Background: an optimization exercise with open tools, aiming at small area and a short achievable clock period. Do not read the settings as production practice.
In this exercise RTL edits were held to simulation tests only and were not proved equivalent to the original.
Power figures rest on the tool's default switching activity, not on a simulated workload.

==> flow/design.v <==
module mdgrp #(parameter HI = 31, parameter N = 1)
  (
   input [31:HI-N+1]   r,
   input [32-HI+N-2:0] x,
   input [HI:HI-N+1]   m,
   input               dv,
   input               ci0,
   output [31:HI-N+1]  ro,
   output [HI:HI-N+1]  q);
   localparam LO = HI - N + 1;
   wire [31:LO] rs [0:N];
   assign rs[0] = r;
   genvar n;
   generate
      for (n = 0; n < N; n = n + 1) begin : row
         localparam K = HI - n;
         localparam W = 32 - K;
         wire [W-1:0] rr = rs[n][31:K];
         wire [W-1:0] xx = x[W-1:0];
         wire         ci = (K == 0) ? ci0 : dv;
         reg [W-1:0]  g, t, c;
         reg          co;
         integer      l, i;
         always @(*) begin
            g = rr & xx;
            t = rr | xx;
            g[0] = g[0] | (t[0] & ci);
            for (l = 0; (1 << l) < W; l = l + 1)
              for (i = (2 << l) - 1; i < W; i = i + (2 << l)) begin
                 g[i] = g[i] | (t[i] & g[i - (1 << l)]);
                 t[i] = t[i] & t[i - (1 << l)];
              end
            for (l = 8; l >= 0; l = l - 1)
              if ((2 << l) < W)
                for (i = 3 * (1 << l) - 1; i < W; i = i + (2 << l)) begin
                   g[i] = g[i] | (t[i] & g[i - (1 << l)]);
                   t[i] = t[i] & t[i - (1 << l)];
                end
            c[0] = ci;
            for (i = 1; i < W; i = i + 1)
              c[i] = g[i-1];
            co = g[W-1];
         end
         wire          mk  = m[K];
         wire          sel = (K == 0) ? mk : mk & (co | ~dv);
         assign q[K] = co & mk;
         wire [W-1:0]  sum = rr ^ ({W{sel}} & (xx ^ c));
         if (K == LO) begin : lsb
            assign rs[n+1] = sum;
         end else begin : rest
            assign rs[n+1] = {sum, rs[n][K-1:LO]};
         end
      end
   endgenerate
   assign ro = rs[N];
endmodule
module dsp_alu
  (
   input             clk,
   input [2:0]       ctrl,
   input [31:0]      src_a, src_b,
   output [31:0]     result);
   localparam K1 = 21, K2 = 4, G = 4;
   wire [31:0] a = src_a, b = src_b;
   wire op_and = ctrl == 3'd0;
   wire op_or  = ctrl == 3'd1;
   wire op_mul = ctrl == 3'd3;
   wire op_div = ctrl == 3'd4;
   wire op_sub = ctrl == 3'd6;
   wire op_slt = ctrl == 3'd7;
   wire op_add = ctrl == 3'd2 || ctrl == 3'd5;
   wire [31:0] x0 = op_mul ? a : op_add ? b : op_slt ? ~a : ~b;
   wire [31:0] r0 = (op_div | op_add | op_sub) ? a :
                    op_slt ? b : op_and ? (a & b) : op_or ? (a | b) : 32'd0;
   reg [31:0] m0;
   integer    k;
   always @(*) begin
      m0[0] = op_div | op_mul & b[0] | op_add | op_sub | op_slt;
      for (k = 1; k < 32; k = k + 1)
        m0[k] = op_div ? ~|(b >> (32 - k)) : op_mul & b[k];
   end
   wire [31:0] rv [0:32];
   wire [31:0] xv [0:32];
   wire [31:0] mq [0:32];
   wire        dv [0:32];
   wire        sb [0:32];
   wire        qs [0:32];
   assign rv[32] = r0;
   assign xv[32] = x0;
   assign mq[32] = m0;
   assign dv[32] = op_div;
   assign sb[32] = op_sub;
   assign qs[32] = op_div | op_slt;
   function integer seg_top(input integer j);
      seg_top = j >= K1 ? 31 : j >= K2 ? K1 - 1 : K2 - 1;
   endfunction
   function integer seg_bot(input integer j);
      seg_bot = j >= K1 ? K1 : j >= K2 ? K2 : 0;
   endfunction
   genvar j;
   generate
      for (j = 31; j >= 0; j = j - 1) begin : grp
         if ((seg_top(j) - j) % G == 0) begin : g
            localparam N = (j - seg_bot(j) + 1) < G ? (j - seg_bot(j) + 1) : G;
            wire [31:0] ri, xi, mi;
            wire        di, si, qi;
            if (j == K1 - 1 || j == K2 - 1) begin : cut
               reg [31:0] r_q, x_q, m_q;
               reg        d_q, s_q, qs_q;
               always @(posedge clk) begin
                  r_q <= rv[j+1]; x_q <= xv[j+1]; m_q <= mq[j+1];
                  d_q <= dv[j+1]; s_q <= sb[j+1]; qs_q <= qs[j+1];
               end
               assign ri = r_q; assign xi = x_q; assign mi = m_q;
               assign di = d_q; assign si = s_q; assign qi = qs_q;
            end else begin : nocut
               assign ri = rv[j+1]; assign xi = xv[j+1]; assign mi = mq[j+1];
               assign di = dv[j+1]; assign si = sb[j+1]; assign qi = qs[j+1];
            end
            wire [31:j-N+1] ro;
            wire [j:j-N+1]  q;
            mdgrp #(.HI(j), .N(N)) u_grp
              (.r(ri[31:j-N+1]), .x(xi[32-j+N-2:0]), .m(mi[j:j-N+1]),
               .dv(di), .ci0(di | si), .ro(ro), .q(q));
            if (j - N + 1 == 0) begin : lsb
               assign rv[j-N+1] = ro;
            end else begin : rest
               assign rv[j-N+1] = {ro, ri[j-N:0]};
            end
            if (j == 31) begin : top
               assign mq[j-N+1] = {q, mi[j-N:0]};
            end else if (j - N + 1 == 0) begin : bot
               assign mq[j-N+1] = {mi[31:j+1], q};
            end else begin : mid
               assign mq[j-N+1] = {mi[31:j+1], q, mi[j-N:0]};
            end
            assign xv[j-N+1] = xi;
            assign dv[j-N+1] = di;
            assign sb[j-N+1] = si;
            assign qs[j-N+1] = qi;
         end
      end
   endgenerate
   assign result = qs[0] ? mq[0] : rv[0];
endmodule
Settings: LEC_CHECK=0, ABC_AREA=1, CAP_MARGIN=20, CORE_MARGIN=2, CORE_UTILIZATION=40, CTS_CLUSTER_DIAMETER=60, CTS_CLUSTER_SIZE=12, SLEW_MARGIN=20, SYNTH_HIERARCHICAL=1; clock period 70.0 ns.
run.sh (not shown) runs the stock make flow with config.mk's settings and CLKGATE_MAP_FILE= SYNTH_SCRIPT=/design/flow/synth_recipe.tcl, a recipe that flattens the netlist after the stock synthesis.
The starting point ran to the end with no violations.
Next try:
--- a/flow/design.v
+++ b/flow/design.v
@@ -60,7 +60,7 @@
    input [2:0]       ctrl,
    input [31:0]      src_a, src_b,
    output [31:0]     result);
-   localparam K1 = 21, K2 = 4, G = 4;
+   localparam K1 = 21, K2 = 5, G = 4;
    wire [31:0] a = src_a, b = src_b;
    wire op_and = ctrl == 3'd0;
    wire op_or  = ctrl == 3'd1;
Result: The changed run finished with timing, DRC and antenna clean. Die area came out higher slightly. Core utilization is lower by 0.28 points. Clock-buffer cell count goes down by 1. Sequential power barely changes. Worst hold slack gains 0.012 ns. Flip-flop and latch count stays the same. Via count climbs slightly. Worst setup slack gains 0.48 ns. Synthesized area climbs slightly. Power shrinks by a few percent.

==> port drivers added, routing unchanged <==
No port has a modelled driver above. Below, the same layouts with a new extraction and two added sets of constraints. Step 1, drivers: a clkbuf_16 drives clk and a buf_2 each remaining input, both assumed. Step 2 moves the port delays by t, midway between the first and last clock arrival at a register: inputs arrive t later, outputs are due t later. That takes back most of the time a late clock gives input paths. a / b / c = no drivers / after step 1 / after step 2; a / b = the first two.
run | t (ns) | setup WS [ns] | worst setup path at the end | worst slew at a driven data input, ns | pins driven straight from the clock port
the first run | 0.557 | 41.813 / 41.813 / 41.813 | register to register | 0.17 | 1
the second run | 0.556 | 42.293 / 42.293 / 42.293 | register to register | 0.14 | 1
After both steps setup and hold are still met in every run listed.
